This is an optimization exercise on Yosys and OpenROAD, whose aim is small area, not a production implementation.
In this exercise RTL edits were held to simulation tests only and were not proved equivalent to the original.

$ cat design/flow/design.v
module sine_wave_csr(
	input         Clk,
	input         ResetN,
	input         ChipSelect,
	input         Write,
	input         Read,
	input  [1:0]  Address,
	input  [31:0] WriteData,
	input  [9:0]  data_sin,
	output [31:0] ReadData,
	output        run,
	output [7:0]  fcw,
	output        enable_irq,
	output        clear_irq
);
	reg [7:0] data_reg;
	reg [7:0] fcw_reg;
	reg [1:0] control;
	wire wr = ChipSelect & Write;
	wire rd = ChipSelect & Read;
	assign enable_irq = control[1];
	assign run        = control[0];
	assign fcw        = fcw_reg;
	assign clear_irq  = wr & (Address == 2'd2);
	assign ReadData   = {24'h0, data_reg};
	always @(posedge Clk or negedge ResetN)
		if (~ResetN)
			fcw_reg <= 8'h0;
		else if (wr & (Address == 2'd0))
			fcw_reg <= WriteData[7:0];
	always @(posedge Clk or negedge ResetN)
		if (~ResetN)
			control <= 2'h0;
		else if (wr & (Address == 2'd1))
			control <= WriteData[1:0];
	always @(posedge Clk or negedge ResetN)
		if (~ResetN)
			data_reg <= 8'h0;
		else if (rd)
			case (Address)
				2'd0: data_reg <= fcw_reg;
				2'd1: data_reg <= {6'h0, control};
				2'd2: data_reg <= 8'h0;
				2'd3: data_reg <= data_sin[7:0];
			endcase
endmodule
module clk_divider(
	input  Clk,
	input  ResetN,
	input  run,
	input  enable_irq,
	input  clear_irq,
	output tick,
	output irq
);
	reg [4:0] lf;
	reg       tg;
	reg       flag;
	wire zero = ~(lf[3] | lf[1] | lf[0]);    
	wire go   = run & ~zero;                  
	always @(posedge Clk or negedge ResetN)
		if (~ResetN)
			lf <= 5'b00010;
		else if (go)
			lf <= {lf[3:0], lf[4] ^ lf[1]};
		else
			lf <= 5'b00010;
	always @(posedge Clk or negedge ResetN)
		if (~ResetN)
			tg <= 1'b0;
		else
			tg <= run & (tg ^ zero);
	always @(posedge Clk or negedge ResetN)
		if (~ResetN)
			flag <= 1'b0;
		else if (clear_irq)
			flag <= 1'b0;
		else if (zero)
			flag <= 1'b1;
	assign tick = run & zero & ~tg;
	assign irq  = flag & enable_irq;
endmodule
module phase_accumulator(
	input            clk,
	input            en,
	input            rst_n,
	input      [7:0] fcw,
	output reg [9:0] phase
);
	wire [9:0] b = {2'b00, fcw & {8{en}}};
	wire [10:0] c;
	wire [9:0] s;
	assign c[0] = 1'b0;
	genvar i;
	generate
		for (i = 0; i < 10; i = i + 1) begin : rca
			assign s[i]   = phase[i] ^ b[i] ^ c[i];
			assign c[i+1] = (phase[i] & b[i]) | (c[i] & (phase[i] ^ b[i]));
		end
	endgenerate
	always @(posedge clk or negedge rst_n)
		if (!rst_n)
			phase <= 10'd0;
		else
			phase <= s;
endmodule
module phase_to_amplitude_converter(
	input  [9:0] phase,
	output [9:0] data_sin
);
	wire [7:0] d;
	assign data_sin = {2'b00, d};
wire new_n19, new_n20, new_n21, new_n22, new_n23, new_n24, new_n25,
    new_n26, new_n27, new_n28, new_n29, new_n30, new_n31, new_n32, new_n33,
    new_n34, new_n35, new_n36, new_n37, new_n38, new_n39, new_n40, new_n41,
    new_n42, new_n43, new_n44, new_n45, new_n46, new_n47, new_n48, new_n49,
    new_n50, new_n51, new_n52, new_n53, new_n54, new_n55, new_n56, new_n57,
    new_n58, new_n59, new_n60, new_n61, new_n62, new_n63, new_n64, new_n65,
    new_n66, new_n67, new_n68, new_n69, new_n70, new_n71, new_n72, new_n73,
    new_n74, new_n75, new_n76, new_n77, new_n78, new_n79, new_n80, new_n81,
    new_n83, new_n84, new_n85, new_n86, new_n87, new_n88, new_n89, new_n90,
    new_n91, new_n93, new_n94, new_n95, new_n96, new_n97, new_n98, new_n99,
    new_n100, new_n101, new_n102, new_n103, new_n104, new_n105, new_n106,
    new_n107, new_n108, new_n109, new_n110, new_n111, new_n112, new_n113,
    new_n114, new_n115, new_n116, new_n117, new_n118, new_n119, new_n120,
    new_n121, new_n122, new_n123, new_n124, new_n125, new_n126, new_n127,
    new_n128, new_n129, new_n130, new_n131, new_n132, new_n133, new_n134,
    new_n135, new_n136, new_n137, new_n138, new_n139, new_n140, new_n141,
    new_n142, new_n143, new_n144, new_n145, new_n146, new_n147, new_n148,
    new_n149, new_n150, new_n151, new_n152, new_n153, new_n154, new_n155,
    new_n156, new_n158, new_n159, new_n160, new_n161, new_n162, new_n163,
    new_n164, new_n165, new_n166, new_n167, new_n168, new_n169, new_n170,
    new_n171, new_n172, new_n173, new_n174, new_n175, new_n176, new_n177,
    new_n178, new_n179, new_n180, new_n181, new_n182, new_n183, new_n184,
    new_n185, new_n186, new_n187, new_n188, new_n189, new_n190, new_n191,
    new_n192, new_n193, new_n194, new_n195, new_n196, new_n197, new_n198,
    new_n199, new_n200, new_n201, new_n202, new_n203, new_n204, new_n205,
    new_n206, new_n207, new_n208, new_n209, new_n210, new_n211, new_n212,
    new_n213, new_n214, new_n215, new_n216, new_n217, new_n218, new_n219,
    new_n220, new_n221, new_n222, new_n223, new_n224, new_n225, new_n226,
    new_n227, new_n228, new_n229, new_n230, new_n231, new_n232, new_n233,
    new_n234, new_n235, new_n236, new_n237, new_n238, new_n239, new_n240,
    new_n241, new_n242, new_n243, new_n244, new_n245, new_n246, new_n247,
    new_n248, new_n249, new_n250, new_n251, new_n252, new_n253, new_n254,
    new_n255, new_n256, new_n257, new_n258, new_n259, new_n260, new_n261,
    new_n262, new_n263, new_n264, new_n265, new_n266, new_n267, new_n268,
    new_n269, new_n270, new_n271, new_n272, new_n273, new_n274, new_n276,
    new_n277, new_n278, new_n279, new_n280, new_n281, new_n282, new_n283,
    new_n284, new_n285, new_n286, new_n287, new_n288, new_n289, new_n290,
    new_n291, new_n292, new_n293, new_n294, new_n295, new_n296, new_n297,
    new_n298, new_n299, new_n300, new_n301, new_n302, new_n303, new_n304,
    new_n305, new_n306, new_n307, new_n308, new_n309, new_n310, new_n311,
    new_n312, new_n313, new_n315, new_n316, new_n317, new_n318, new_n319,
    new_n320, new_n321, new_n322, new_n323, new_n324, new_n325, new_n326,
    new_n327, new_n328, new_n329, new_n330, new_n331, new_n332, new_n333,
    new_n334, new_n335, new_n336, new_n337, new_n338, new_n339, new_n340,
    new_n341, new_n342, new_n343, new_n344, new_n345, new_n346, new_n347,
    new_n349, new_n350, new_n351, new_n352, new_n353, new_n354, new_n355,
    new_n356, new_n357, new_n358, new_n359, new_n360, new_n361, new_n362,
    new_n363, new_n364, new_n365, new_n366, new_n367, new_n368, new_n369,
    new_n370, new_n371, new_n372, new_n373, new_n374, new_n375, new_n376,
    new_n377, new_n378, new_n379, new_n380, new_n382;
  assign new_n19 = ~phase[3] & ~phase[2];
  assign new_n20 = phase[4] & ~new_n19;
  assign new_n21 = ~phase[9] & new_n20;
  assign new_n22 = phase[7] & ~phase[6];
  assign new_n23 = phase[5] & ~new_n22;
  assign new_n24 = phase[8] & ~phase[1];
  assign new_n25 = ~new_n23 & new_n24;
  assign new_n26 = ~phase[7] & phase[6];
  assign new_n27 = ~new_n22 & ~new_n26;
  assign new_n28 = ~phase[1] & ~phase[0];
  assign new_n29 = phase[3] & phase[2];
  assign new_n30 = ~new_n28 & ~new_n29;
  assign new_n31 = new_n27 & new_n30;
  assign new_n32 = ~new_n25 & new_n31;
  assign new_n33 = ~phase[8] & phase[5];
  assign new_n34 = ~phase[3] & ~new_n33;
  assign new_n35 = ~new_n32 & new_n34;
  assign new_n36 = new_n21 & ~new_n35;
  assign new_n37 = ~phase[8] & ~phase[7];
  assign new_n38 = ~new_n22 & ~new_n37;
  assign new_n39 = ~phase[9] & new_n38;
  assign new_n40 = ~phase[5] & new_n39;
  assign new_n41 = ~new_n36 & new_n40;
  assign new_n42 = phase[9] & ~phase[5];
  assign new_n43 = ~phase[8] & new_n42;
  assign new_n44 = phase[1] & phase[0];
  assign new_n45 = ~new_n43 & new_n44;
  assign new_n46 = new_n19 & ~new_n45;
  assign new_n47 = ~phase[7] & phase[4];
  assign new_n48 = ~new_n46 & new_n47;
  assign new_n49 = ~phase[8] & ~phase[5];
  assign new_n50 = phase[9] & ~new_n49;
  assign new_n51 = new_n48 & new_n50;
  assign new_n52 = ~new_n28 & new_n29;
  assign new_n53 = phase[7] & ~phase[4];
  assign new_n54 = phase[6] & phase[5];
  assign new_n55 = new_n53 & ~new_n54;
  assign new_n56 = ~new_n52 & new_n55;
  assign new_n57 = new_n27 & ~new_n56;
  assign new_n58 = ~new_n51 & new_n57;
  assign new_n59 = ~new_n41 & new_n58;
  assign new_n60 = ~new_n28 & ~new_n53;
  assign new_n61 = phase[3] & new_n60;
  assign new_n62 = ~new_n29 & ~new_n54;
  assign new_n63 = ~phase[4] & new_n62;
  assign new_n64 = ~new_n61 & new_n63;
  assign new_n65 = ~phase[9] & phase[6];
  assign new_n66 = new_n19 & new_n53;
  assign new_n67 = new_n65 & ~new_n66;
  assign new_n68 = new_n64 & new_n67;
  assign new_n69 = ~phase[7] & ~phase[6];
  assign new_n70 = phase[6] & new_n37;
  assign new_n71 = ~phase[7] & ~phase[5];
  assign new_n72 = ~new_n70 & new_n71;
  assign new_n73 = new_n21 & ~new_n72;
  assign new_n74 = new_n69 & new_n73;
  assign new_n75 = ~new_n35 & new_n74;
  assign new_n76 = ~new_n68 & ~new_n75;
  assign new_n77 = phase[8] & phase[7];
  assign new_n78 = ~new_n37 & ~new_n77;
  assign new_n79 = new_n76 & ~new_n78;
  assign new_n80 = new_n59 & new_n79;
  assign new_n81 = ~phase[9] & new_n80;
  assign d[7] = ~phase[9] & ~new_n81;
  assign new_n83 = phase[2] & phase[1];
  assign new_n84 = ~phase[3] & ~new_n83;
  assign new_n85 = new_n56 & new_n84;
  assign new_n86 = new_n27 & new_n78;
  assign new_n87 = ~new_n85 & new_n86;
  assign new_n88 = ~new_n68 & ~new_n87;
  assign new_n89 = ~phase[9] & ~new_n78;
  assign new_n90 = ~phase[9] & ~new_n89;
  assign new_n91 = ~new_n88 & new_n90;
  assign d[6] = new_n80 | new_n91;
  assign new_n93 = ~new_n39 & ~new_n64;
  assign new_n94 = new_n44 & ~new_n66;
  assign new_n95 = ~phase[8] & ~phase[3];
  assign new_n96 = ~new_n94 & new_n95;
  assign new_n97 = ~new_n93 & new_n96;
  assign new_n98 = new_n75 & new_n96;
  assign new_n99 = ~new_n97 & ~new_n98;
  assign new_n100 = phase[7] & new_n54;
  assign new_n101 = new_n20 & new_n100;
  assign new_n102 = ~new_n37 & ~new_n101;
  assign new_n103 = ~phase[4] & ~new_n77;
  assign new_n104 = ~new_n52 & new_n103;
  assign new_n105 = new_n65 & new_n104;
  assign new_n106 = ~new_n46 & new_n105;
  assign new_n107 = ~phase[3] & ~phase[0];
  assign new_n108 = ~new_n54 & new_n107;
  assign new_n109 = ~new_n53 & ~new_n108;
  assign new_n110 = phase[9] & ~new_n84;
  assign new_n111 = new_n109 & new_n110;
  assign new_n112 = phase[1] & ~new_n19;
  assign new_n113 = new_n20 & new_n112;
  assign new_n114 = new_n43 & new_n113;
  assign new_n115 = ~new_n111 & ~new_n114;
  assign new_n116 = ~new_n106 & new_n115;
  assign new_n117 = ~phase[2] & ~phase[1];
  assign new_n118 = phase[3] & ~new_n117;
  assign new_n119 = ~phase[4] & phase[3];
  assign new_n120 = new_n33 & new_n119;
  assign new_n121 = ~phase[0] & ~new_n29;
  assign new_n122 = ~new_n120 & new_n121;
  assign new_n123 = ~new_n39 & new_n122;
  assign new_n124 = new_n118 & ~new_n123;
  assign new_n125 = ~phase[4] & ~new_n124;
  assign new_n126 = new_n116 & new_n125;
  assign new_n127 = new_n102 & new_n126;
  assign new_n128 = new_n99 & new_n127;
  assign new_n129 = new_n54 & ~new_n128;
  assign new_n130 = ~phase[6] & ~phase[5];
  assign new_n131 = ~new_n91 & ~new_n130;
  assign new_n132 = new_n89 & new_n131;
  assign new_n133 = ~new_n129 & new_n132;
  assign new_n134 = new_n21 & new_n44;
  assign new_n135 = ~new_n37 & ~new_n134;
  assign new_n136 = ~new_n36 & new_n135;
  assign new_n137 = ~new_n69 & new_n89;
  assign new_n138 = ~new_n48 & new_n137;
  assign new_n139 = ~new_n136 & new_n138;
  assign new_n140 = phase[9] & new_n78;
  assign new_n141 = phase[9] & phase[5];
  assign new_n142 = new_n26 & new_n141;
  assign new_n143 = new_n20 & new_n142;
  assign new_n144 = new_n118 & new_n143;
  assign new_n145 = phase[9] & new_n66;
  assign new_n146 = new_n130 & new_n145;
  assign new_n147 = ~new_n144 & ~new_n146;
  assign new_n148 = ~new_n140 & new_n147;
  assign new_n149 = ~new_n139 & new_n148;
  assign new_n150 = ~d[6] & new_n149;
  assign new_n151 = ~new_n133 & new_n150;
  assign new_n152 = ~phase[8] & ~new_n53;
  assign new_n153 = ~new_n118 & new_n152;
  assign new_n154 = ~phase[4] & new_n130;
  assign new_n155 = new_n153 & new_n154;
  assign new_n156 = ~new_n81 & ~new_n155;
  assign d[5] = new_n151 | ~new_n156;
  assign new_n158 = ~new_n129 & new_n131;
  assign new_n159 = ~new_n20 & new_n28;
  assign new_n160 = ~phase[5] & ~new_n159;
  assign new_n161 = phase[4] & ~new_n27;
  assign new_n162 = new_n160 & new_n161;
  assign new_n163 = phase[6] & ~new_n162;
  assign new_n164 = phase[8] & ~new_n23;
  assign new_n165 = phase[6] & new_n164;
  assign new_n166 = new_n124 & new_n165;
  assign new_n167 = ~new_n163 & ~new_n166;
  assign new_n168 = new_n52 & new_n112;
  assign new_n169 = new_n77 & new_n168;
  assign new_n170 = phase[4] & new_n77;
  assign new_n171 = ~new_n169 & ~new_n170;
  assign new_n172 = ~phase[9] & ~new_n104;
  assign new_n173 = ~new_n27 & ~new_n172;
  assign new_n174 = new_n171 & new_n173;
  assign new_n175 = new_n167 & new_n174;
  assign new_n176 = new_n131 & new_n175;
  assign new_n177 = ~new_n104 & new_n176;
  assign new_n178 = ~new_n129 & new_n177;
  assign new_n179 = ~phase[6] & ~new_n77;
  assign new_n180 = new_n29 & new_n44;
  assign new_n181 = new_n75 & ~new_n180;
  assign new_n182 = ~phase[9] & phase[5];
  assign new_n183 = new_n152 & new_n182;
  assign new_n184 = new_n93 & new_n183;
  assign new_n185 = ~new_n181 & new_n184;
  assign new_n186 = new_n179 & new_n185;
  assign new_n187 = ~new_n27 & ~new_n139;
  assign new_n188 = ~new_n186 & new_n187;
  assign new_n189 = ~new_n178 & new_n188;
  assign new_n190 = new_n36 & new_n69;
  assign new_n191 = phase[6] & ~phase[5];
  assign new_n192 = ~new_n190 & ~new_n191;
  assign new_n193 = new_n128 & new_n192;
  assign new_n194 = ~new_n33 & ~new_n42;
  assign new_n195 = ~new_n72 & new_n194;
  assign new_n196 = phase[6] & new_n195;
  assign new_n197 = new_n136 & new_n196;
  assign new_n198 = ~new_n190 & ~new_n197;
  assign new_n199 = ~new_n128 & new_n198;
  assign new_n200 = ~new_n193 & ~new_n199;
  assign new_n201 = ~new_n48 & new_n72;
  assign new_n202 = ~new_n33 & new_n179;
  assign new_n203 = ~new_n89 & new_n202;
  assign new_n204 = ~new_n201 & ~new_n203;
  assign new_n205 = ~new_n200 & new_n204;
  assign new_n206 = new_n189 & new_n205;
  assign new_n207 = ~d[5] & ~new_n206;
  assign new_n208 = new_n158 & new_n207;
  assign new_n209 = ~phase[4] & new_n23;
  assign new_n210 = phase[7] & ~new_n46;
  assign new_n211 = ~new_n35 & new_n210;
  assign new_n212 = new_n99 & new_n102;
  assign new_n213 = new_n116 & new_n212;
  assign new_n214 = new_n211 & ~new_n213;
  assign new_n215 = new_n88 & ~new_n214;
  assign new_n216 = ~new_n104 & new_n131;
  assign new_n217 = ~new_n129 & new_n216;
  assign new_n218 = ~new_n61 & new_n62;
  assign new_n219 = new_n88 & new_n218;
  assign new_n220 = ~new_n217 & new_n219;
  assign new_n221 = ~new_n215 & ~new_n220;
  assign new_n222 = phase[7] & ~new_n54;
  assign new_n223 = new_n29 & ~new_n222;
  assign new_n224 = new_n114 & new_n223;
  assign new_n225 = new_n76 & ~new_n224;
  assign new_n226 = new_n27 & ~new_n52;
  assign new_n227 = new_n51 & new_n226;
  assign new_n228 = ~new_n41 & ~new_n227;
  assign new_n229 = new_n225 & new_n228;
  assign new_n230 = ~new_n133 & new_n229;
  assign new_n231 = phase[6] & new_n152;
  assign new_n232 = ~new_n77 & ~new_n231;
  assign new_n233 = ~new_n162 & new_n232;
  assign new_n234 = ~new_n200 & new_n233;
  assign new_n235 = new_n230 & new_n234;
  assign new_n236 = ~phase[4] & new_n70;
  assign new_n237 = ~phase[3] & new_n236;
  assign new_n238 = ~new_n111 & new_n237;
  assign new_n239 = ~phase[9] & new_n101;
  assign new_n240 = new_n99 & new_n239;
  assign new_n241 = ~phase[6] & new_n41;
  assign new_n242 = ~new_n144 & ~new_n241;
  assign new_n243 = ~new_n240 & new_n242;
  assign new_n244 = ~new_n238 & new_n243;
  assign new_n245 = new_n35 & new_n145;
  assign new_n246 = new_n244 & ~new_n245;
  assign new_n247 = ~new_n235 & new_n246;
  assign new_n248 = ~new_n120 & ~new_n201;
  assign new_n249 = new_n229 & new_n248;
  assign new_n250 = ~new_n81 & new_n249;
  assign new_n251 = ~new_n155 & new_n250;
  assign new_n252 = ~new_n151 & new_n251;
  assign new_n253 = ~new_n39 & new_n246;
  assign new_n254 = new_n252 & new_n253;
  assign new_n255 = ~new_n247 & ~new_n254;
  assign new_n256 = ~new_n152 & new_n191;
  assign new_n257 = d[5] & new_n256;
  assign new_n258 = ~new_n227 & ~new_n257;
  assign new_n259 = ~new_n255 & new_n258;
  assign new_n260 = ~new_n221 & ~new_n259;
  assign new_n261 = new_n209 & ~new_n260;
  assign new_n262 = new_n208 & ~new_n261;
  assign new_n263 = ~new_n255 & ~new_n257;
  assign new_n264 = new_n25 & new_n66;
  assign new_n265 = ~new_n160 & new_n264;
  assign new_n266 = new_n50 & new_n221;
  assign new_n267 = ~new_n178 & ~new_n206;
  assign new_n268 = ~new_n266 & new_n267;
  assign new_n269 = ~new_n265 & new_n268;
  assign new_n270 = new_n263 & new_n269;
  assign new_n271 = d[5] & ~new_n158;
  assign new_n272 = ~new_n270 & new_n271;
  assign new_n273 = new_n88 & ~new_n178;
  assign new_n274 = ~new_n272 & new_n273;
  assign d[4] = ~new_n262 & new_n274;
  assign new_n276 = ~new_n139 & ~new_n186;
  assign new_n277 = ~new_n178 & new_n276;
  assign new_n278 = ~new_n265 & ~new_n266;
  assign new_n279 = new_n263 & new_n278;
  assign new_n280 = phase[7] & ~new_n33;
  assign new_n281 = ~new_n279 & new_n280;
  assign new_n282 = ~new_n217 & new_n218;
  assign new_n283 = ~new_n151 & ~new_n282;
  assign new_n284 = ~new_n200 & ~new_n203;
  assign new_n285 = ~new_n155 & new_n284;
  assign new_n286 = new_n283 & new_n285;
  assign new_n287 = new_n124 & new_n130;
  assign new_n288 = ~new_n54 & ~new_n287;
  assign new_n289 = ~new_n189 & new_n288;
  assign new_n290 = new_n286 & new_n289;
  assign new_n291 = ~new_n155 & ~new_n290;
  assign new_n292 = ~phase[7] & new_n291;
  assign new_n293 = new_n260 & new_n292;
  assign new_n294 = ~new_n281 & ~new_n293;
  assign new_n295 = new_n277 & new_n294;
  assign new_n296 = new_n212 & new_n280;
  assign new_n297 = ~new_n279 & new_n296;
  assign new_n298 = ~phase[9] & ~new_n49;
  assign new_n299 = new_n53 & new_n298;
  assign new_n300 = new_n288 & new_n299;
  assign new_n301 = phase[5] & ~new_n77;
  assign new_n302 = new_n85 & new_n301;
  assign new_n303 = ~phase[9] & new_n302;
  assign new_n304 = new_n29 & new_n195;
  assign new_n305 = new_n171 & ~new_n304;
  assign new_n306 = ~new_n236 & new_n305;
  assign new_n307 = ~new_n303 & new_n306;
  assign new_n308 = new_n300 & new_n307;
  assign new_n309 = ~new_n297 & new_n308;
  assign new_n310 = new_n52 & new_n70;
  assign new_n311 = new_n48 & new_n310;
  assign new_n312 = new_n246 & ~new_n311;
  assign new_n313 = ~new_n309 & new_n312;
  assign d[3] = ~new_n295 | ~new_n313;
  assign new_n315 = ~new_n297 & ~new_n303;
  assign new_n316 = ~new_n43 & ~new_n200;
  assign new_n317 = new_n230 & new_n316;
  assign new_n318 = new_n277 & new_n317;
  assign new_n319 = new_n291 & new_n318;
  assign new_n320 = new_n306 & new_n319;
  assign new_n321 = new_n315 & new_n320;
  assign new_n322 = ~d[4] & new_n298;
  assign new_n323 = new_n321 & ~new_n322;
  assign new_n324 = phase[9] & new_n46;
  assign new_n325 = new_n302 & new_n324;
  assign new_n326 = ~new_n144 & ~new_n325;
  assign new_n327 = new_n225 & new_n326;
  assign new_n328 = phase[6] & ~new_n29;
  assign new_n329 = ~new_n180 & ~new_n328;
  assign new_n330 = ~phase[5] & ~new_n22;
  assign new_n331 = new_n329 & new_n330;
  assign new_n332 = ~new_n77 & ~new_n236;
  assign new_n333 = new_n331 & new_n332;
  assign new_n334 = ~new_n252 & new_n333;
  assign new_n335 = ~new_n257 & new_n334;
  assign new_n336 = ~new_n255 & new_n335;
  assign new_n337 = new_n327 & ~new_n336;
  assign new_n338 = new_n214 & ~new_n282;
  assign new_n339 = ~new_n23 & new_n338;
  assign new_n340 = new_n337 & ~new_n339;
  assign new_n341 = new_n312 & new_n340;
  assign new_n342 = ~new_n309 & new_n341;
  assign new_n343 = new_n172 & new_n197;
  assign new_n344 = ~new_n128 & new_n343;
  assign new_n345 = new_n140 & new_n209;
  assign new_n346 = ~new_n344 & ~new_n345;
  assign new_n347 = new_n342 & new_n346;
  assign d[2] = ~new_n323 & new_n347;
  assign new_n349 = ~new_n89 & new_n238;
  assign new_n350 = ~new_n146 & ~new_n349;
  assign new_n351 = ~new_n70 & new_n301;
  assign new_n352 = ~new_n128 & new_n351;
  assign new_n353 = new_n23 & new_n352;
  assign new_n354 = ~new_n338 & new_n353;
  assign new_n355 = new_n350 & ~new_n354;
  assign new_n356 = ~new_n270 & new_n355;
  assign new_n357 = phase[5] & ~new_n231;
  assign new_n358 = ~new_n39 & ~new_n89;
  assign new_n359 = ~new_n118 & new_n182;
  assign new_n360 = new_n358 & new_n359;
  assign new_n361 = new_n357 & ~new_n360;
  assign new_n362 = ~new_n206 & new_n361;
  assign new_n363 = new_n291 & new_n362;
  assign new_n364 = new_n337 & new_n363;
  assign new_n365 = new_n356 & new_n364;
  assign new_n366 = new_n315 & new_n365;
  assign new_n367 = ~new_n181 & ~new_n366;
  assign new_n368 = ~new_n120 & new_n357;
  assign new_n369 = new_n230 & new_n368;
  assign new_n370 = ~new_n266 & ~new_n369;
  assign new_n371 = ~new_n22 & ~new_n206;
  assign new_n372 = new_n370 & new_n371;
  assign new_n373 = new_n291 & new_n372;
  assign new_n374 = new_n342 & new_n373;
  assign new_n375 = new_n367 & ~new_n374;
  assign new_n376 = ~new_n139 & new_n284;
  assign new_n377 = ~new_n281 & new_n376;
  assign new_n378 = new_n342 & new_n377;
  assign new_n379 = ~new_n39 & new_n252;
  assign new_n380 = ~new_n378 & new_n379;
  assign d[1] = ~new_n375 | new_n380;
  assign new_n382 = new_n337 & new_n356;
  assign d[0] = ~new_n315 | ~new_n382;
endmodule
module sine_wave_generator(
	input        clk,
	input        en,
	input        rst_n,
	input  [7:0] fcw,
	output [9:0] phase,
	output [9:0] data_sin
);
	phase_accumulator            accumulator_inst (clk, en, rst_n, fcw, phase);
	phase_to_amplitude_converter converter_inst   (phase, data_sin);
endmodule
module sine_wave_wrapper(
	input         Clk,
	input         ResetN,
	input         ChipSelect,
	input         Write,
	input         Read,
	input  [1:0]  Address,
	input  [31:0] WriteData,
	output [31:0] ReadData,
	output [9:0]  oData_sin,
	output        irq
);
	wire       run, tick, enable_irq, clear_irq;
	wire [7:0] fcw;
	wire [9:0] phase;
	sine_wave_csr CSR(
		.Clk(Clk), .ResetN(ResetN),
		.ChipSelect(ChipSelect), .Write(Write), .Read(Read),
		.Address(Address), .WriteData(WriteData), .ReadData(ReadData),
		.data_sin(oData_sin), .run(run), .fcw(fcw),
		.enable_irq(enable_irq), .clear_irq(clear_irq));
	clk_divider clk_div(
		.Clk(Clk), .ResetN(ResetN), .run(run),
		.enable_irq(enable_irq), .clear_irq(clear_irq),
		.tick(tick), .irq(irq));
	sine_wave_generator sine_gen(
		.clk(Clk), .en(tick), .rst_n(ResetN), .fcw(fcw),
		.phase(phase), .data_sin(oData_sin));
endmodule
$ cat design/flow/flow/run.sh
#!/bin/bash
# Layout flow: the standard flow (standard.sh) with these changes.
#  * Synthesis runs the standard flow's synthesis script unchanged, but ABC maps the logic
#    with an area-oriented script (flow/abc_area.script).
#    Half adders are kept out of synthesis (ha_1 is barred there), so Yosys
#    extracts only full adders (the phase accumulator's ripple chain) and ABC
#    maps everything else.
#    Registers are mapped by the same dfflibmap step as in the standard flow.
#  * Layout settings passed to standard.sh below: the buffers synthesis
#    leaves are removed at floorplan, constant outputs share one tie cell,
#    clock tree synthesis inserts no dummy loads, and ports are buffered with
#    sky130_fd_sc_hd__buf_1.
# Each step's output goes to a log file of its own in this folder; ORFS's own
# per-step logs are under orfs/logs.
set -euo pipefail
W=$PWD
rm -rf "$W/scripts_area"
cp -r "$FLOW_HOME/scripts" "$W/scripts_area"
cp "$W/flow/abc_area.script" "$W/scripts_area/abc_area.script"
bash standard.sh SCRIPTS_DIR="$W/scripts_area" ABC_AREA=1 ADDER_MAP_FILE=$FLOW_HOME/platforms/sky130hd/cells_adders_hd.v "DONT_USE_CELLS=sky130_fd_sc_hd__probe_p_8 sky130_fd_sc_hd__probec_p_8 sky130_fd_sc_hd__lpflow_bleeder_1 sky130_fd_sc_hd__lpflow_clkbufkapwr_1 sky130_fd_sc_hd__lpflow_clkbufkapwr_16 sky130_fd_sc_hd__lpflow_clkbufkapwr_2 sky130_fd_sc_hd__lpflow_clkbufkapwr_4 sky130_fd_sc_hd__lpflow_clkbufkapwr_8 sky130_fd_sc_hd__lpflow_clkinvkapwr_1 sky130_fd_sc_hd__lpflow_clkinvkapwr_16 sky130_fd_sc_hd__lpflow_clkinvkapwr_2 sky130_fd_sc_hd__lpflow_clkinvkapwr_4 sky130_fd_sc_hd__lpflow_clkinvkapwr_8 sky130_fd_sc_hd__lpflow_decapkapwr_12 sky130_fd_sc_hd__lpflow_decapkapwr_3 sky130_fd_sc_hd__lpflow_decapkapwr_4 sky130_fd_sc_hd__lpflow_decapkapwr_6 sky130_fd_sc_hd__lpflow_decapkapwr_8 sky130_fd_sc_hd__lpflow_inputiso0n_1 sky130_fd_sc_hd__lpflow_inputiso0p_1 sky130_fd_sc_hd__lpflow_inputiso1n_1 sky130_fd_sc_hd__lpflow_inputiso1p_1 sky130_fd_sc_hd__lpflow_inputisolatch_1 sky130_fd_sc_hd__lpflow_isobufsrc_1 sky130_fd_sc_hd__lpflow_isobufsrc_16 sky130_fd_sc_hd__lpflow_isobufsrc_2 sky130_fd_sc_hd__lpflow_isobufsrc_4 sky130_fd_sc_hd__lpflow_isobufsrc_8 sky130_fd_sc_hd__lpflow_isobufsrckapwr_16 sky130_fd_sc_hd__lpflow_lsbuf_lh_hl_isowell_tap_1 sky130_fd_sc_hd__lpflow_lsbuf_lh_hl_isowell_tap_2 sky130_fd_sc_hd__lpflow_lsbuf_lh_hl_isowell_tap_4 sky130_fd_sc_hd__lpflow_lsbuf_lh_isowell_4 sky130_fd_sc_hd__lpflow_lsbuf_lh_isowell_tap_1 sky130_fd_sc_hd__lpflow_lsbuf_lh_isowell_tap_2 sky130_fd_sc_hd__lpflow_lsbuf_lh_isowell_tap_4 sky130_fd_sc_hd__ha_1" synth > "$W/synth.log" 2>&1
bash standard.sh \
  REMOVE_ABC_BUFFERS=1 SKIP_REPAIR_TIE_FANOUT=1 GPL_TIMING_DRIVEN=0 SETUP_SLACK_MARGIN=0.3 "CTS_ARGS=-sink_clustering_enable -repair_clock_nets -dont_use_dummy_load" \
  "BUFFER_PORTS_ARGS=-buffer_cell sky130_fd_sc_hd__buf_1" \
  finish > "$W/layout.log" 2>&1
$ cat design/flow/flow/abc_area.script
strash
&get -n
&st
&dch
&nf -R 1000
&put
topo
$ cat design/flow/standard.sh
#!/bin/bash
# synth_recipe.tcl (not shown) runs the flow's synth.tcl, then flattens the netlist and writes it again
# the make line also repeats each setting of config.mk as NAME=value (left out here)
make -C /OpenROAD-flow-scripts/flow DESIGN_CONFIG=/design/flow/config.mk WORK_HOME=/design/flow/orfs CLKGATE_MAP_FILE= SYNTH_SCRIPT=/design/flow/synth_recipe.tcl "${@:-finish}"
$ cat design/flow/config.mk
export PLATFORM = sky130hd
export DESIGN_NAME = sine_wave_wrapper
export DESIGN_NICKNAME = sine_wave_wrapper
export VERILOG_FILES = /design/flow/design.v
export SDC_FILE = /design/flow/constraint.sdc
export NUM_CORES = 4
export LEC_CHECK = 0
export CAP_MARGIN = 20
export CORE_MARGIN = 2
export CORE_UTILIZATION = 40
export SLEW_MARGIN = 20
$ cat design/flow/constraint.sdc
create_clock -name core_clock -period 10.0 [get_ports {Clk}]
set_input_delay 2.0000 -clock core_clock [delete_from_list [all_inputs] [get_ports {Clk}]]
set_output_delay 2.0000 -clock core_clock [all_outputs]
set_load 0.01 [all_outputs]
==> results.toml, run 1 <==
[critical_path]
start_kind = "flip-flop"
cp.required_ns = 8.00
r2r_slack_ns = 3.95
r2r-start = "sine_gen.accumulator_inst.phase[7]$_DFF_PN0_"
critPathCaptureType = "output pin"
reg2reg_depth = 20
crit_type = "reg -> out"
path_max_fanout = 20
cp.arrival_ns = 6.15
startpoint = "sine_gen.accumulator_inst.phase[7]$_DFF_PN0_"
crit_path_end = "oData_sin[1]"
r2r_end = "CSR.data_reg[1]$_DFFE_PN0P_"

[place]
dp_hpwl_um = 6660
place_inst = 454
place_congestion = 0.962
io_buffers = 31

[detailed_routing]
routed-via-count = 2917
drtIter0Drc = 358
wl_um = 8700
drc = 0
vias_per_cell = 6.36
wire_per_inst_um = 18.9
antenna_left = 0
drt_pass1_iterations = 7

[sta]
holdWs_ns = 0.489
finalCritPeriodShare = 0.815
slew_headroom = 0.338
drv_slew = 0
fin_crit_ns = 8.15
worst_pin_slew_ns = 0.985
setup-tns-final_ns = 0
setup_viol = 0
finalHoldViolCount = 0
rsz0062_at_grt = "no"
max_freq_mhz = 123
fin_worst_skew_ns = 0.0156

[floorplanning]
core.rowCount = 30
dieArea_um2 = 7740
die_h_um = 88.0
die_w_um = 88.0
pin_count = 82
core_area_um2 = 6790
start_util = 0.415

[logic_synthesis]
synthCells = 352
ys.flop_type = "dfrtp_1"
yosysWarnings = 3
synth-edff-count = 0
async_reset_ff_frac = 1.00
synth_area_per_cell_um2 = 8.01
ys_seq_area_frac = 0.311
yosysUniqueCellTypes = 48
syn_area_um2 = 2820
synth_seq_cells = 35

[final_layout]
final_cells = 459
finalNetCount = 411
largest_reg_flops = 10
drive_above_1_share = 0.0220
synthToLayoutAreaGrowth_pct = 4.93
num_antenna_cells = 0

[global_routing]
grt_pass1_wl_um = 14300
grt_usage = 0.240
antenna_found_initial = 0
grt_overflow = 0
grt_pass1_vias = 2810
grt_max_degree = 27

[clock_tree]
cts-resized-gates = 0
cts_root_buf = "clkbuf_8"
clkTransAtPathRegs_ns = 0.07
hold_buffers = 0
post_cts_buffers = 0
cts_tree = "done"
cts_made_buffers = 5
clock-sinks = 35
insertion_delay_ns = 0.28
clk_path_buf_depth = 2
h-tree-depth = 2

[outcome]
status = "timing/DRC/antenna clean"

[run]
maxCapViolCount = 0

[min_path]
hold_path_class = "reg -> reg"
how the worst min path moves through the flow:
stage	start	endpoint	slack, ns	cells past startpoint
6_report	clk_div.lf[2]$_DFF_PN0_	clk_div.lf[3]$_DFF_PN0_	0.49	1
5_1_grt	clk_div.lf[2]$_DFF_PN0_	clk_div.lf[3]$_DFF_PN0_	0.50	1
4_1_cts	clk_div.lf[2]$_DFF_PN0_	clk_div.lf[3]$_DFF_PN0_	0.49	1
3_5_place_dp	clk_div.lf[2]$_DFF_PN0_	clk_div.lf[3]$_DFF_PN0_	0.47	1
3_3_place_gp	clk_div.lf[2]$_DFF_PN0_	clk_div.lf[3]$_DFF_PN0_	0.47	1
2_1_floorplan	clk_div.tg$_DFF_PN0_	clk_div.tg$_DFF_PN0_	0.46	1
synth_stat cells, types with 3 or more instances:
library cell	n	area, um2
a2111oi_0	3	26.3
a211oi_1	3	22.5
a21oi_1	12	60.1
a311o_1	3	30.0
a31oi_1	11	68.8
and2_0	18	113
and3_1	7	43.8
buf_4	26	195
clkinv_1	8	30.0
dfrtp_1	34	851
fa_1	7	140
mux2_1	10	113
nand2_1	42	158
nand2b_1	7	43.8
nand3_1	14	70.1
nand3b_1	3	22.5
nand4_1	7	43.8
nor2_1	49	184
nor2b_1	4	25.0
nor3_1	21	105
nor4_1	12	75.1
o21a_1	3	22.5
o21ai_0	8	40.0
or2_0	3	18.8
or3_1	4	25.0
xnor2_1	3	26.3
kinds of logic (layout without fill, tap and decap cells):
kind of cell | Yosys count | in the layout | share of synthesized area
AND/OR/NAND/NOR | 199 | 199 | 0.353
other | 1 | 1 | 0.00133
XOR/XNOR | 5 | 5 | 0.0155
multiplexers | 10 | 10 | 0.0399
adder cells (fa/ha/maj) | 7 | 7 | 0.0497
buffers and inverters | 34 | 45 | 0.0799
AO/OA/AOI/OAI | 61 | 61 | 0.150
flip-flops | 35 | 35 | 0.311
placed cells by master, fill, tap and decap left out, types with 4 or more instances in the layout:
cell type and n:
nor2_1 49, nand2_1 42, dfrtp_1 34, buf_1 30, nor3_1 21, and2_0 18
nand3_1 14, a21oi_1 12, nor4_1 12, a31oi_1 11, mux2_1 10, clkinv_1 8
o21ai_0 8, nand2b_1 7, nand4_1 7, and3_1 7, fa_1 7, clkbuf_8 5
nor2b_1 4, or3_1 4
critical path, stage by stage, from the launching register on:
cell	delay [ns]
dfrtp_1	0.87
nor2_1	0.32
nor3_1	0.83
nor2_1	0.22
a2111oi_0	0.64
nand2b_1	0.35
nand2_1	0.15
a211o_1	0.34
nand3_1	0.18
nor3_1	0.07
nor2_1	0.14
a21oi_1	0.08
o311ai_0	0.18
and3_1	0.31
nand2b_1	0.09
nand4b_1	0.13
nand4_1	0.16
o41ai_1	0.40
nand4_1	0.22
buf_1	0.18
routing by layer:
layer,share of wire,vias up,global-route usage
li1,-,1296,-
met1,0.39,1312,0.312
met2,0.45,243,0.386
met3,0.092,66,0.0330
met4,0.066,0,0.131
met5,0,-,0
cell type report:
class	instances	area, um2
well taps	96	120
clock buffers	5	68.8
inverters	8	30.0
repair buffers	32	145
flip-flops and latches	35	877
fillers	709	3840
multi-input cells	283	1720
metrics by stage:
stage | cell area (um2) | worst slack [ns] | utilization
finish | 2960 | 1.85 | 0.435
detailed placement | 2890 | 2.37 | 0.425
global placement | 2860 | 2.28 | 0.421
floorplan | 2620 | 3.70 | -
global route | 2960 | 1.43 | 0.435
CTS | 2960 | 2.06 | 0.435
==> run 2: changes to the inputs <==
--- a/design/flow/flow/run.sh
+++ b/design/flow/flow/run.sh
@@ -19,6 +19,6 @@
 cp "$W/flow/abc_area.script" "$W/scripts_area/abc_area.script"
 bash standard.sh SCRIPTS_DIR="$W/scripts_area" ABC_AREA=1 ADDER_MAP_FILE=$FLOW_HOME/platforms/sky130hd/cells_adders_hd.v "DONT_USE_CELLS=sky130_fd_sc_hd__probe_p_8 sky130_fd_sc_hd__probec_p_8 sky130_fd_sc_hd__lpflow_bleeder_1 sky130_fd_sc_hd__lpflow_clkbufkapwr_1 sky130_fd_sc_hd__lpflow_clkbufkapwr_16 sky130_fd_sc_hd__lpflow_clkbufkapwr_2 sky130_fd_sc_hd__lpflow_clkbufkapwr_4 sky130_fd_sc_hd__lpflow_clkbufkapwr_8 sky130_fd_sc_hd__lpflow_clkinvkapwr_1 sky130_fd_sc_hd__lpflow_clkinvkapwr_16 sky130_fd_sc_hd__lpflow_clkinvkapwr_2 sky130_fd_sc_hd__lpflow_clkinvkapwr_4 sky130_fd_sc_hd__lpflow_clkinvkapwr_8 sky130_fd_sc_hd__lpflow_decapkapwr_12 sky130_fd_sc_hd__lpflow_decapkapwr_3 sky130_fd_sc_hd__lpflow_decapkapwr_4 sky130_fd_sc_hd__lpflow_decapkapwr_6 sky130_fd_sc_hd__lpflow_decapkapwr_8 sky130_fd_sc_hd__lpflow_inputiso0n_1 sky130_fd_sc_hd__lpflow_inputiso0p_1 sky130_fd_sc_hd__lpflow_inputiso1n_1 sky130_fd_sc_hd__lpflow_inputiso1p_1 sky130_fd_sc_hd__lpflow_inputisolatch_1 sky130_fd_sc_hd__lpflow_isobufsrc_1 sky130_fd_sc_hd__lpflow_isobufsrc_16 sky130_fd_sc_hd__lpflow_isobufsrc_2 sky130_fd_sc_hd__lpflow_isobufsrc_4 sky130_fd_sc_hd__lpflow_isobufsrc_8 sky130_fd_sc_hd__lpflow_isobufsrckapwr_16 sky130_fd_sc_hd__lpflow_lsbuf_lh_hl_isowell_tap_1 sky130_fd_sc_hd__lpflow_lsbuf_lh_hl_isowell_tap_2 sky130_fd_sc_hd__lpflow_lsbuf_lh_hl_isowell_tap_4 sky130_fd_sc_hd__lpflow_lsbuf_lh_isowell_4 sky130_fd_sc_hd__lpflow_lsbuf_lh_isowell_tap_1 sky130_fd_sc_hd__lpflow_lsbuf_lh_isowell_tap_2 sky130_fd_sc_hd__lpflow_lsbuf_lh_isowell_tap_4 sky130_fd_sc_hd__ha_1" synth > "$W/synth.log" 2>&1
 bash standard.sh \
-  REMOVE_ABC_BUFFERS=1 SKIP_REPAIR_TIE_FANOUT=1 GPL_TIMING_DRIVEN=0 SETUP_SLACK_MARGIN=0.3 "CTS_ARGS=-sink_clustering_enable -repair_clock_nets -dont_use_dummy_load" \
+  REMOVE_ABC_BUFFERS=1 SKIP_REPAIR_TIE_FANOUT=1 SLEW_MARGIN=0 CAP_MARGIN=0 GPL_TIMING_DRIVEN=0 SETUP_SLACK_MARGIN=0.3 "CTS_ARGS=-sink_clustering_enable -repair_clock_nets -dont_use_dummy_load" \
   "BUFFER_PORTS_ARGS=-buffer_cell sky130_fd_sc_hd__buf_1" \
   finish > "$W/layout.log" 2>&1
==> run 2 against run 1 <==
  * Utilization shrank 0.41 points
  * Routed wire length is 1.1% lower
  * Global-route usage fell by 0.38 points
  * Die area is the same
  * Setup slack improved by 0.095 ns
  * Final cell count fell by 0.22%
==> results.toml, run 2 <==
[sta]
max_freq_mhz = 124
fin_worst_skew_ns = 0.0103
finalHoldViolCount = 0
finalCritPeriodShare = 0.805
slew_headroom = 0.418
worst_pin_slew_ns = 0.866
setup-tns-final_ns = 0
holdWs_ns = 0.485
setup_viol = 0
drv_slew = 0
rsz0062_at_grt = "no"
fin_crit_ns = 8.05

[logic_synthesis]
synthCells = 352
synth_seq_cells = 35
synth_top_area_frac = 0.302
yosysWarnings = 3
synth_area_per_cell_um2 = 8.01
yosysUniqueCellTypes = 48
syn_area_um2 = 2820
synth-edff-count = 0
yosysMostFrequentCell = "nor2_1"
async_reset_ff_frac = 1.00
ys.flop_type = "dfrtp_1"
synthTopCellsByCount = "nor2_1 (49), nand2_1 (42), dfrtp_1 (34)"
ys_seq_area_frac = 0.311
synth_area_leaders = "dfrtp_1 (30%), buf_4 (6.9%), nor2_1 (6.5%), nand2_1 (5.6%), fa_1 (5.0%)"
synth_area_leader_cell = "dfrtp_1"

[critical_path]
start_kind = "flip-flop"
path_depth = 18
critPathCaptureType = "output pin"
r2r_slack_ns = 4.05
r2r-start = "sine_gen.accumulator_inst.phase[7]$_DFF_PN0_"
crit_type = "reg -> out"
max_stage_delay_ns = 0.86
reg2reg_depth = 19
path_max_fanout = 20
critPathBufInv = 1
cp.arrival_ns = 6.05
path_common_cell = "nor2_1"
cp.required_ns = 8.00
critPathSlowestCell = "dfrtp_1"
cp_cell_sequence = "nor2_1, nor3_1, nor2_1, a2111oi_0, nand2b_1, nand2_1, a211oi_1, a31oi_1, nor2_1, a21oi_1, o311ai_0, and3_1, nand2b_1, nand4b_1, nand4_1, o41ai_1, nand4_1, buf_1"
r2r_end = "CSR.data_reg[1]$_DFFE_PN0P_"
cp_top_family = "simple AND/OR/NAND/NOR gates"

[min_path]
hold_end = "clk_div.lf[3]$_DFF_PN0_"
whs_path_depth = 1
hold_path_class = "reg -> reg"
hp-start = "clk_div.lf[2]$_DFF_PN0_"

[detailed_routing]
topRoutingLayerUsed = "met4"
routed-wl-met3_um = 905
drtIter0Drc = 327
routed-via-count = 2915
wl_met2_um = 3850
wl_um = 8600
antenna_left = 0
wire_per_inst_um = 18.8
drc = 0
vias_per_cell = 6.36
drt_pass1_iterations = 5
wl_met1_um = 3320

[final_layout]
final_common_cell = "nor2_1"
final_cell_mix = "nor2_1 (49), nand2_1 (42), dfrtp_1 (34), buf_1 (30), nor3_1 (21)"
drive_above_1_share = 0.0193
finalNetCount = 410
num_antenna_cells = 0
largest_reg_flops = 10
synthToLayoutAreaGrowth_pct = 3.95
fillers = 708

[global_routing]
grt_usage = 0.236
antenna_found_initial = 0
grt_max_degree = 36
grt_pass1_wl_um = 14000
grt_pass1_vias = 2821
grt_overflow = 0

[clock_tree]
cts_made_buffers = 5
cts_root_buf = "clkbuf_8"
clk_path_buf_depth = 2
insertion_delay_ns = 0.28
cts_tree = "done"
clock-sinks = 35
clkTransAtPathRegs_ns = 0.06
h-tree-depth = 2
cts-resized-gates = 0
hold_buffers = 0
post_cts_buffers = 0

[floorplanning]
die_w_um = 88.0
die_h_um = 88.0
start_util = 0.415
core.rowCount = 30
pin_count = 82
dieArea_um2 = 7740
core_area_um2 = 6790

[place]
place_congestion = 0.962
io_buffers = 31
dp_hpwl_um = 6500

[run]
maxCapViolCount = 0

[outcome]
status = "timing/DRC/antenna clean"
## run 2: cells by family after synthesis
kind of cell             Yosys count  synth area share
AND/OR/NAND/NOR                  199             0.353
XOR/XNOR                           5            0.0155
flip-flops                        35             0.311
AO/OA/AOI/OAI                     61             0.150
buffers and inverters             34            0.0799
other                              1           0.00133
multiplexers                      10            0.0399
adder cells (fa/ha/maj)            7            0.0497
## run 2: layout make-up
cell class	count	area [um2]	area share
Multi-Input combinational cell	283	1720	0.586
Sequential cell	35	877	0.299
Tap cell	96	120	0.0410
Timing Repair Buffer	31	118	0.0401
Clock buffer	5	68.8	0.0235
Inverter	8	30.0	0.0102
## run 2: through the flow
| stage | utilization | instances | worst slack [ns] | cell area (um2) |
|---|---|---|---|---|
| finish | 0.431 | 458 | 1.95 | 2930 |
| global route | 0.431 | 458 | 1.48 | 2930 |
| CTS | 0.431 | 458 | 2.20 | 2930 |
| detailed placement | 0.421 | 453 | 2.51 | 2860 |
| global placement | 0.421 | 453 | 2.28 | 2860 |
| floorplan | - | 326 | 3.70 | 2620 |
## run 2: worst reg2reg max path, cell delays in order, from the launching register on
cell and delay (ns):
dfrtp_1 0.86, nor2_1 0.32, nor3_1 0.74, nor2_1 0.20, a2111oi_0 0.67, nand2b_1 0.36, nand2_1 0.15, a211oi_1 0.47
a31oi_1 0.14, nor2_1 0.11, a21oi_1 0.08, o311ai_0 0.19, and3_1 0.31, nand2b_1 0.09, nand4b_1 0.13, nand4_1 0.15
o41ai_1 0.38, nand4_1 0.23, nand2_1 0.11, a31oi_1 0.08
## run 2: worst max path at each step
stage | from | end
3_5_place_dp | sine_gen.accumulator_inst.phase[7]$_DFF_PN0_ | oData_sin[1]
2_1_floorplan | sine_gen.accumulator_inst.phase[6]$_DFF_PN0_ | oData_sin[2]
6_report | sine_gen.accumulator_inst.phase[7]$_DFF_PN0_ | oData_sin[1]
5_1_grt | sine_gen.accumulator_inst.phase[7]$_DFF_PN0_ | oData_sin[1]
3_3_place_gp | sine_gen.accumulator_inst.phase[7]$_DFF_PN0_ | oData_sin[2]
4_1_cts | sine_gen.accumulator_inst.phase[7]$_DFF_PN0_ | oData_sin[2]
## run 2: layer usage
layer  track usage  up-vias
met3        0.0377       64
met4         0.140        0
met1         0.307     1330
li1              -     1292
met2         0.371      229
met5             0        -
==> run 3: changes to the inputs <==
--- a/design/flow/flow/run.sh
+++ b/design/flow/flow/run.sh
@@ -6,10 +6,14 @@
 #    extracts only full adders (the phase accumulator's ripple chain) and ABC
 #    maps everything else.
 #    Registers are mapped by the same dfflibmap step as in the standard flow.
-#  * Layout settings passed to standard.sh below: the buffers synthesis
-#    leaves are removed at floorplan, constant outputs share one tie cell,
-#    clock tree synthesis inserts no dummy loads, and ports are buffered with
-#    sky130_fd_sc_hd__buf_1.
+#  * Layout settings passed to standard.sh below:
+#    - the buffers synthesis leaves are removed at floorplan
+#      (REMOVE_ABC_BUFFERS) and constant outputs share one tie cell
+#      (SKIP_REPAIR_TIE_FANOUT);
+#    - global placement is not timing-driven, and timing repair keeps a
+#      0.3 ns setup margin (SETUP_SLACK_MARGIN);
+#    - clock tree synthesis inserts no dummy loads;
+#    - every port is buffered, with sky130_fd_sc_hd__buf_1.
 # Each step's output goes to a log file of its own in this folder; ORFS's own
 # per-step logs are under orfs/logs.
 set -euo pipefail
==> run 3 against run 2 <==
  * Setup slack stayed put
  * Global-route usage stayed put
  * Critical path type unchanged
  * Highest routed layer unchanged
==> results.toml, run 3 <==
[outcome]
status = "timing/DRC/antenna clean"

[final_layout]
largest_reg_flops = 10
final_cell_mix = "nor2_1 (49), nand2_1 (42), dfrtp_1 (34), buf_1 (30), nor3_1 (21)"
final_cells = 458
final_common_cell = "nor2_1"
num_antenna_cells = 0
drive_above_1_share = 0.0193
finalNetCount = 410
final_core_util = 0.431
synthToLayoutAreaGrowth_pct = 3.95
post-route-cell-area_um2 = 2930

[clock_tree]
h-tree-depth = 2
cts-resized-gates = 0
cts_root_buf = "clkbuf_8"
clock-sinks = 35
cts_made_buffers = 5
cts_tree = "done"
post_cts_buffers = 0
clk_path_buf_depth = 2
hold_buffers = 0
insertion_delay_ns = 0.28
clkTransAtPathRegs_ns = 0.06

[sta]
fin_crit_ns = 8.05
fin_worst_skew_ns = 0.0103
drv_slew = 0
layout_setup_ws_ns = 1.95
rsz0062_at_grt = "no"
holdWs_ns = 0.485
setup-tns-final_ns = 0
worst_pin_slew_ns = 0.866
finalHoldViolCount = 0
max_freq_mhz = 124
slew_headroom = 0.418
setup_viol = 0
finalCritPeriodShare = 0.805

[global_routing]
antenna_found_initial = 0
grt_pass1_wl_um = 14000
grt_max_degree = 36
grt_usage = 0.236
grt_pass1_vias = 2821
grt_overflow = 0

[floorplanning]
die_h_um = 88.0
start_util = 0.415
core.rowCount = 30
core_area_um2 = 6790
dieArea_um2 = 7740
pin_count = 82
die_w_um = 88.0

[logic_synthesis]
synth_top_area_frac = 0.302
synth_area_per_cell_um2 = 8.01
yosysMostFrequentCell = "nor2_1"
yosysWarnings = 3
synth-edff-count = 0
synth_area_leaders = "dfrtp_1 (30%), buf_4 (6.9%), nor2_1 (6.5%), nand2_1 (5.6%), fa_1 (5.0%)"
ys.flop_type = "dfrtp_1"
ys_seq_area_frac = 0.311
synthTopCellsByCount = "nor2_1 (49), nand2_1 (42), dfrtp_1 (34)"
synthCells = 352
synth_seq_cells = 35
async_reset_ff_frac = 1.00
syn_area_um2 = 2820
yosysUniqueCellTypes = 48
synth_area_leader_cell = "dfrtp_1"

[min_path]
hold_path_class = "reg -> reg"
whs_path_depth = 1

[critical_path]
reg2reg_depth = 19
critPathSlowestCell = "dfrtp_1"
critPathCaptureType = "output pin"
cp.required_ns = 8.00
crit_type = "reg -> out"
max_stage_delay_ns = 0.86
cp_top_family = "simple AND/OR/NAND/NOR gates"
path_common_cell = "nor2_1"
start_kind = "flip-flop"
path_depth = 18
path_max_fanout = 20
critPathBufInv = 1
cp.arrival_ns = 6.05
cp_cell_sequence = "nor2_1, nor3_1, nor2_1, a2111oi_0, nand2b_1, nand2_1, a211oi_1, a31oi_1, nor2_1, a21oi_1, o311ai_0, and3_1, nand2b_1, nand4b_1, nand4_1, o41ai_1, nand4_1, buf_1"

[detailed_routing]
drc = 0
routed-via-count = 2915
wire_per_inst_um = 18.8
drt_pass1_iterations = 5
wl_um = 8600
antenna_left = 0
drtIter0Drc = 327
vias_per_cell = 6.36

[place]
place_area_um2 = 2860
place_congestion = 0.962
io_buffers = 31
place_inst = 453
dp_hpwl_um = 6500
place_ws_ns = 2.51

[run]
maxCapViolCount = 0
[run 3: cell counts after synthesis]
Identical to the previous run, type by type.
[run 3: per-layer routing]
| layer | wire length [um] | up-vias | GRT usage |
|---|---|---|---|
| met1 | 3320 | 1330 | 0.307 |
| met2 | 3850 | 229 | 0.371 |
| met3 | 905 | 64 | 0.0377 |
| met4 | 524 | 0 | 0.140 |
| met5 | 0 | - | 0 |
| li1 | - | 1292 | - |
[run 3: logic make-up after synthesis]
| group | Yosys count | share of synthesized area |
|---|---|---|
| AOI/OAI and AO/OA | 61 | 0.150 |
| adders and majority gates | 7 | 0.0497 |
| xor gates and xnor gates | 5 | 0.0155 |
| buffers and inverters | 34 | 0.0799 |
| other | 1 | 0.00133 |
| and+or+nand+nor | 199 | 0.353 |
| DFF | 35 | 0.311 |
| muxes | 10 | 0.0399 |
[run 3: path summary, 6_finish.rpt]
kind | start | end | slack, ns
setup / recovery | sine_gen.accumulator_inst.phase[7]$_DFF_PN0_ | oData_sin[1] | 1.95
hold / removal | clk_div.lf[2]$_DFF_PN0_ | clk_div.lf[3]$_DFF_PN0_ | 0.48
setup reg to reg | sine_gen.accumulator_inst.phase[7]$_DFF_PN0_ | CSR.data_reg[1]$_DFFE_PN0P_ | 4.05
hold reg to reg | clk_div.lf[2]$_DFF_PN0_ | clk_div.lf[3]$_DFF_PN0_ | 0.48
max in group asynchronous | ResetN | CSR.control[1]$_DFFE_PN0P_ | 7.72
min in group asynchronous | ResetN | sine_gen.accumulator_inst.phase[3]$_DFF_PN0_ | 1.79
[run 3: layout make-up]
| type | count | area (um2) |
|---|---|---|
| Fill cell | 708 | 3860 |
| Sequential cell | 35 | 877 |
| Inverter | 8 | 30.0 |
| Tap cell | 96 | 120 |
| Multi-Input combinational cell | 283 | 1720 |
| Timing Repair Buffer | 31 | 118 |
| Clock buffer | 5 | 68.8 |
[run 3: worst reg2reg max path, stage by stage, from the launching register on]
cell       delay, ns
dfrtp_1         0.86
nor2_1          0.32
nor3_1          0.74
nor2_1          0.20
a2111oi_0       0.67
nand2b_1        0.36
nand2_1         0.15
a211oi_1        0.47
a31oi_1         0.14
nor2_1          0.11
a21oi_1         0.08
o311ai_0        0.19
and3_1          0.31
nand2b_1        0.09
nand4b_1        0.13
nand4_1         0.15
o41ai_1         0.38
nand4_1         0.23
nand2_1         0.11
a31oi_1         0.08

[what the ideal ports hide]
How much do the figures lean on ideal ports? The routed layouts below were timed once more, with nothing changed but the port constraints.
Step 1 (the two cells are an assumption about what drives the block):
set clk [get_ports {Clk}]
set_driving_cell -lib_cell sky130_fd_sc_hd__clkbuf_16 $clk
set_driving_cell -lib_cell sky130_fd_sc_hd__buf_2 [delete_from_list [all_inputs] $clk]
Step 2 also shifts input and output timing later by t, the mid clock arrival at the registers, as if the neighbouring blocks saw the same clock.
Three values: ideal, step 1, step 2; two values: the first two.
run | shift t [ns] | slack for setup (ns) | worst hold slack (ns) | worst setup path after step 2
run 1 | 0.296 | 1.851 / 1.828 / 2.124 | 0.489 / 0.489 / 0.489 | register to output
run 2 | 0.295 | 1.947 / 1.923 / 2.218 | 0.485 / 0.485 / 0.485 | register to output
run 3 | 0.295 | 1.947 / 1.923 / 2.218 | 0.485 / 0.485 / 0.485 | register to output
After both steps every run listed still meets setup and hold.
